Background: an optimization exercise with open tools, aiming at small area, a short achievable clock period and few clock cycles per item. Do not read the settings as production practice.
Only simulation tests tie the RTL to the original design; equivalence was not proved.
Power figures rest on the tool's default switching activity, not on a simulated workload.

==> design/flow/design.v <==
module rca #(parameter W = 16) (
    input  [W-1:0] x,
    input  [W-1:0] y,
    input          ci,
    output [W-1:0] s,
    output         co
);
    wire [W:0] c;
    assign c[0] = ci;
    genvar i;
    generate
        for (i = 0; i < W; i = i + 1) begin : g
            assign s[i]   = x[i] ^ y[i] ^ c[i];
            assign c[i+1] = (x[i] & y[i]) | (c[i] & (x[i] ^ y[i]));
        end
    endgenerate
    assign co = c[W];
endmodule
module inc #(parameter W = 12) (
    input  [W-1:0] x,
    input          ci,
    output [W-1:0] s
);
    wire [W:0] c;
    assign c[0] = ci;
    genvar i;
    generate
        for (i = 0; i < W; i = i + 1) begin : g
            assign s[i]   = x[i] ^ c[i];
            assign c[i+1] = x[i] & c[i];
        end
    endgenerate
endmodule
module cmp16 (
    input  [15:0] a,
    input  [15:0] b,
    output        gt,
    output        eq
);
    wire [15:0] e = ~(a ^ b);
    wire [15:0] g = a & ~b;
    wire [3:0]  gg, ge;
    genvar i;
    generate
        for (i = 0; i < 4; i = i + 1) begin : grp
            assign gg[i] = g[4*i+3] | (e[4*i+3] & (g[4*i+2] | (e[4*i+2] &
                           (g[4*i+1] | (e[4*i+1] & g[4*i])))));
            assign ge[i] = &e[4*i+3:4*i];
        end
    endgenerate
    assign gt = gg[3] | (ge[3] & (gg[2] | (ge[2] & (gg[1] | (ge[1] & gg[0])))));
    assign eq = &ge;
endmodule
module div_step (
    input  [15:0] r_in,
    input         n_bit,
    input  [15:0] d,
    output [15:0] r_out,
    output        q
);
    wire [16:0] r2 = {r_in, n_bit};
    wire [16:0] t;
    rca #(17) sub (.x(r2), .y(~{1'b0, d}), .ci(1'b1), .s(t), .co(q));
    assign r_out = q ? t[15:0] : r2[15:0];
endmodule
module alu_top (
    input             clk,
    input             rst,
    input             in_valid,
    output            in_ready,
    input      [15:0] a,
    input      [15:0] b,
    input      [2:0]  opcode,
    input             mode,
    output reg        out_valid,
    output reg [31:0] result,
    output reg        za,
    output reg        zb,
    output reg        eq,
    output reg        gt,
    output reg        lt
);
    reg        v1;
    reg [15:0] ra, rb;
    reg [2:0]  op;
    reg        md;
    reg        busy;
    reg [2:0]  cnt;
    reg        rdy;
    assign in_ready = rdy;
    wire is_mul = ~md & (op == 3'd1);
    wire is_div = ~md & (op == 3'd3);
    wire first  = ~busy;
    wire c_gt, c_eq;
    cmp16 u_cmp (.a(ra), .b(rb), .gt(c_gt), .eq(c_eq));
    wire [15:0] nx = c_gt ? ra : rb;    
    wire [15:0] dx = c_gt ? rb : ra;    
    wire        sub = op[1];
    wire [15:0] as;
    wire        as_c;
    rca #(16) u_as (.x(nx), .y(dx ^ {16{sub}}), .ci(sub), .s(as), .co(as_c));
    reg [31:0] lres;
    always @(*) begin
        case (op)
            3'b000: lres = {16'h0000, ra & rb};
            3'b001: lres = {16'h0000, ra | rb};
            3'b010: lres = {16'hffff, ~(ra | rb)};
            3'b100: lres = {16'hffff, ~ra};
            3'b101: lres = {16'hffff, ~rb};
            3'b110: lres = {16'h0000, ra ^ rb};
            3'b111: lres = {16'hffff, ~(ra ^ rb)};
            default: lres = 32'h0;
        endcase
    end
    wire [3:0]  nz = {|dx[15:12], |dx[11:8], |dx[7:4], |dx[3:0]};
    wire [1:0]  c0 = nz[3] ? 2'd3 : nz[2] ? 2'd2 : nz[1] ? 2'd1 : 2'd0;
    wire [1:0]  ci = busy ? cnt[1:0] : c0;
    reg  [3:0]  nib;
    always @(*) begin
        case (ci)
            2'd0: nib = dx[3:0];
            2'd1: nib = dx[7:4];
            2'd2: nib = dx[11:8];
            default: nib = dx[15:12];
        endcase
    end
    wire [20:0] x0 = {1'b0, result[15:0] & {16{busy}}, 4'd0};
    wire [20:0] x1, x2, x3, x4;
    rca #(21) u_m0 (.x(x0), .y({5'd0, nx & {16{nib[0]}}}),       .ci(1'b0), .s(x1), .co());
    rca #(21) u_m1 (.x(x1), .y({4'd0, nx & {16{nib[1]}}, 1'b0}), .ci(1'b0), .s(x2), .co());
    rca #(21) u_m2 (.x(x2), .y({3'd0, nx & {16{nib[2]}}, 2'b0}), .ci(1'b0), .s(x3), .co());
    rca #(21) u_m3 (.x(x3), .y({2'd0, nx & {16{nib[3]}}, 3'b0}), .ci(1'b0), .s(x4), .co());
    wire [11:0] ph  = result[27:16] & {12{busy}};
    wire [11:0] ph1;
    inc #(12) u_inc (.x(ph), .ci(1'b1), .s(ph1));
    wire [31:0] mres = {x4[20] ? ph1 : ph, x4[19:0]};
    wire        mul_last = busy ? (cnt == 3'd0) : (c0 == 2'd0);
    wire k1 = (|dx[15:8]) | ~cmp8_ge;
    wire cmp8_ge;
    rca #(8) u_k (.x(nx[15:8]), .y(~dx[7:0]), .ci(1'b1), .s(), .co(cmp8_ge));
    wire [15:0] r1, r2;
    wire        q1, q0;
    div_step s0 (.r_in(result[31:16]), .n_bit(rb[15]), .d(ra), .r_out(r1), .q(q1));
    div_step s1 (.r_in(r1),            .n_bit(rb[14]), .d(ra), .r_out(r2), .q(q0));
    wire        div_last = cnt == 3'd0;
    wire last = busy ? (cnt == 3'd0) : ~((is_mul & (c0 != 2'd0)) | is_div);
    wire fin  = v1 & last;
    reg [31:0] res_n;
    always @(*) begin
        if (md) res_n = lres;
        else case (op)
            3'b000: res_n = {15'd0, as_c, as};
            3'b010: res_n = {16'd0, as};
            3'b001: res_n = mres;
            3'b011: res_n = busy ? {r2 & {16{~div_last}}, result[13:0], q1, q0}
                                 : {8'd0, nx[15:8] & {8{k1}}, 16'd0};
            default: res_n = 32'h0;
        endcase
    end
    wire [2:0] cnt_n = busy ? cnt - 3'd1 : is_div ? (k1 ? 3'd3 : 3'd7) : {1'b0, c0 - 2'd1};
    always @(posedge clk) begin
        if (rst) begin
            v1        <= 1'b0;
            busy      <= 1'b0;
            rdy       <= 1'b1;
            out_valid <= 1'b0;
        end else begin
            out_valid <= fin;
            if (rdy) begin
                v1   <= in_valid;
                busy <= 1'b0;
                rdy  <= ~(in_valid & ~mode & opcode[0] & ~opcode[2]);
            end else if (fin) begin
                v1   <= 1'b0;
                busy <= 1'b0;
                rdy  <= 1'b1;
            end else begin
                busy <= 1'b1;
                rdy  <= (cnt_n == 3'd0);
            end
        end
        cnt <= cnt_n;
        if (rdy) begin
            ra <= a;
            rb <= b;
            op <= opcode;
            md <= mode;
        end else if (is_div) begin
            if (first) begin
                ra <= dx;
                rb <= k1 ? {nx[7:0], 8'd0} : nx;
            end else begin
                rb <= {rb[13:0], 2'b00};
            end
        end
        result <= res_n;
        if (first) begin
            za <= ~|ra;
            zb <= ~|rb;
            eq <= c_eq;
            gt <= c_gt;
            lt <= ~c_gt & ~c_eq;
        end
    end
endmodule
==> design/flow/run.sh <==
#!/bin/bash
# synth_recipe.tcl (not shown) runs the flow's synth.tcl, then flattens the netlist and writes it again
# the make line also repeats each setting of config.mk as NAME=value (left out here)
make -C /OpenROAD-flow-scripts/flow DESIGN_CONFIG=/design/flow/config.mk WORK_HOME=/design/flow/orfs CLKGATE_MAP_FILE= SYNTH_SCRIPT=/design/flow/synth_recipe.tcl finish
==> design/flow/config.mk <==
export PLATFORM = sky130hd
export DESIGN_NAME = alu_top
export DESIGN_NICKNAME = alu_top
export VERILOG_FILES = /design/flow/design.v
export SDC_FILE = /design/flow/constraint.sdc
export NUM_CORES = 4
export LEC_CHECK = 0
export CAP_MARGIN = 20
export CORE_MARGIN = 2
export CORE_UTILIZATION = 40
export SLEW_MARGIN = 20
==> design/flow/constraint.sdc <==
create_clock -name core_clock -period 95.0 [get_ports {clk}]
set_input_delay 19.0000 -clock core_clock [delete_from_list [all_inputs] [get_ports {clk}]]
set_output_delay 19.0000 -clock core_clock [all_outputs]
set_load 0.01 [all_outputs]
==> flow_metrics.env <==
export IMPL_outcome="finished clean"
export IMPL_layout_commonest_cell="nand2_1"
export IMPL_post_place_cells=1442
export IMPL_rsz0062_at_grt="false"
export IMPL_cap_violations=0
export IMPL_syn_area_um2=9910
export IMPL_ys_seq_elements=80
export IMPL_final_cells=1458
export IMPL_ys_seq_area_share_pct=20.3
export IMPL_r2r_cells=43
export IMPL_layout_common_cells="nand2_1 (137), inv_1 (106), fa_1 (102), a21oi_1 (85), ha_1 (82)"
export IMPL_cts_tree="built"
export IMPL_finalSetupTns_ns=0
export IMPL_synth_edf_count=41
export IMPL_critical_path_top_delay_family="buffers and inverters"
export IMPL_grt_ovfl_total=0
export IMPL_syn_to_final_growth_pct=13.2
export IMPL_grt_busiest_layer="met2"
export IMPL_grt_pass1_wl_um=50900
export IMPL_setup_viol=0
export IMPL_hold_buffers=0
export IMPL_ys_types=70
export IMPL_syn_inst=1097
export IMPL_synth_nets=1320
export IMPL_cp_num_buf_inv=1
export IMPL_htree_levels=3
export IMPL_finalHoldViolCount=0
export IMPL_die_area_um2=26100
export IMPL_dp_slack_ns=74.45
export IMPL_hold_path_class="flop to flop"
export IMPL_dp_hpwl_um=24900
export IMPL_period_share_pct=21.5
export IMPL_worst_slew_pin_slew_ns=1.03
export IMPL_grt_usage_pct=25.5
export IMPL_crit_type="flop to output pin"
export IMPL_finalCriticalPeriod_ns=20.42
export IMPL_ys_dominant_reg_cell="edfxtp_1"
export IMPL_cpMaxStageDelayCell="clkdlybuf4s50_1"
export IMPL_cts_setup_buffers=0
export IMPL_report_final_slew_viol_count=0
export IMPL_antenna_found_initial=0
export IMPL_fin_skew_ns=0.0130
export IMPL_io_buffers=77
export IMPL_routabilityCongestion=0.943
export IMPL_drt_first_pass_iters=7
export IMPL_initial_core_util_pct=40.8
export IMPL_cellLeakagePower_nw=4.96
export IMPL_hold_depth=1
export IMPL_clkLatencyLatePin_ns=0.36
export IMPL_clk_path_buf_depth=2
export IMPL_yosysWarnings=1
export IMPL_final_fill_count=2401
export IMPL_worstPathCellList="clkdlybuf4s50_1"
export IMPL_die_h_um=161
export IMPL_met1_usage_pct=35.6
export IMPL_utilization_pct=46.2
export IMPL_crit_fanout=4
export IMPL_root_buffer="clkbuf_16"
export IMPL_crit_required_ns=76.00
export IMPL_clk_pin_slew_ns=0.07
export IMPL_cts_sinks=80
export IMPL_use_met2_pct=39.4
export IMPL_use_met3_pct=4.62
export IMPL_hold_ws_ns=0.461
export IMPL_ant_nets=0
export IMPL_fp_row_count=57
export IMPL_ir_drop_mv=0.0107
export IMPL_fmax_ghz=0.0490
export IMPL_cpPeakStageDelay_ns=0.59
export IMPL_arrival_ns=1.42
export IMPL_syn_area_per_cell_um2=9.04
export IMPL_grt_pass1_vias=8569
export IMPL_start_kind="flop"
export IMPL_die_x_um=161
export IMPL_vias_per_cell=5.99
export IMPL_drive_above_1_share_pct=5.20
export IMPL_io_pins=78
export IMPL_drt_iter0_drc=985
export IMPL_max_slew_margin_pct=31.2
export IMPL_nets=1352
export IMPL_core_area_um2=24300
export IMPL_wl_per_cell_um=22.4
export IMPL_crit_cells=1
export IMPL_worst_setup_path_end_kind="output pin"
export IMPL_cts_resized=0
export IMPL_fin_ws_ns=74.58
export IMPL_async_flop_share_pct=0
export IMPL_grt_max_degree=61
export IMPL_vias=8737
export IMPL_drc=0
export IMPL_wl_um=32600
export IMPL_numCtsBuffers=9
export IMPL_p_per_area_nw_per_um2=19.4
export IMPL_diodes=0
==> kinds of logic (layout without fill, tap and decap cells) <==
| kind of cell | Yosys count | count (layout) | share of synthesized area, % |
|---|---|---|---|
| muxes | 72 | 72 | 7.38 |
| and+or+nand+nor | 263 | 263 | 12.1 |
| xor gates and xnor gates | 35 | 35 | 3.09 |
| adders and majority gates | 184 | 184 | 31.0 |
| DFF | 80 | 80 | 20.3 |
| AOI/OAI and AO/OA | 286 | 286 | 19.1 |
| buffers and inverters | 177 | 214 | 7.11 |
==> Yosys cell counts (all sizes together), types with 2 or more instances <==
cell type,instances,area [um^2]
nand2,137,514
inv,108,408
fa,102,2040
a21oi,87,443
ha,82,1030
mux2i,63,631
nor2,51,191
o22ai,51,319
clkbuf,43,161
o21ai,43,219
edfxtp,41,1230
dfxtp,39,781
xnor2,31,272
buf,25,131
and2,21,131
nand3,16,95.1
a222oi,15,150
a21o,11,82.6
o221ai,10,87.6
a32oi,9,78.8
mux2,9,101
nor4,9,71.3
a221oi,8,70.1
o31a,6,52.6
a21boi,5,37.5
a31oi,5,31.3
a41oi,5,43.8
nand2b,5,31.3
nor2b,5,31.3
or2,5,31.3
a211oi,4,35.0
and3,4,25.0
xor2,4,35.0
a211o,3,26.3
o211ai,3,32.5
a22o,2,17.5
a22oi,2,15.0
a31o,2,17.5
nand4,2,12.5
nor3,2,10.0
o21a,2,15.0
o21bai,2,15.0
o31ai,2,15.0
o41ai,2,17.5
==> sequential cells by signal, indices dropped and copies added (netlist names) <==
name,flops
rdy,1
zb,1
lt,1
busy,1
gt,1
za,1
ra,16
eq,1
op,3
v1,1
cnt,3
out_valid,1
md,1
result,32
rb,16
==> routing by layer <==
layer	vias to the layer above	part of all wire, %
li1	3921	-
met1	4292	43
met2	438	45
met3	86	8.7
met4	0	3.6
met5	-	0
==> final cells by class <==
type | instances | area (um^2) | area share (%)
multi-input cells | 840 | 7210 | 64.3
flip-flops and latches | 80 | 2010 | 17.9
well taps | 324 | 405 | 3.61
clock inverters | 7 | 92.6 | 0.825
repair buffers | 89 | 861 | 7.67
inverters | 109 | 412 | 3.67
clock buffers | 9 | 225 | 2.01
==> power by group <==
group          switching, W  internal, W  leakage, nW   total, W
logic             0.0000765    0.0000546         4.05   0.000131
clock network     0.0000160    0.0000231        0.152  0.0000391
registers        0.00000628    0.0000411        0.760  0.0000474
total             0.0000988     0.000119         4.96   0.000218
==> final timing paths <==
kind                       from                 end  slack [ns]
min reg2reg     v1$_SDFFE_PP0P_     busy$_SDFF_PP0_        0.46
max          result[30]$_DFF_P_          result[30]       74.58
min             v1$_SDFFE_PP0P_     busy$_SDFF_PP0_        0.46
max reg2reg    rb[14]$_DFFE_PP_  result[23]$_DFF_P_       79.69
==> metrics by stage <==
stage | instance area, um^2 | power, W
after floorplan | 9910 | 0.000137
after global placement | 10900 | 0.000174
after detailed placement | 10900 | 0.000177
after CTS | 11200 | 0.000216
after global routing | 11200 | 0.000236
final | 11200 | 0.000218
Testbench counts, summed over its fixed seeds: cycles 22,996, items 16,000.

==> what the ideal ports hide <==
No port has a modelled driver above. Below, the same layout with a new extraction and two added sets of constraints.
Step 1: set_driving_cell puts a clkbuf_16 on clk and a buf_2 on each other input, an assumption about the parent block.
Step 2 also shifts input and output timing later by t, the mid clock arrival at the registers, as if the neighbouring blocks saw the same clock.
Three values: ideal, step 1, step 2; two values: the first two.
t, ns: 0.400
slack for setup (ns): 74.583 / 74.537 / 74.401
latest minus earliest clock arrival (ns): 0.013 / 0.013
After both steps setup and hold are still met in this run. For this run, drivers alone change the setup slack by -0.046 ns; drivers and shift together by -0.182 ns.
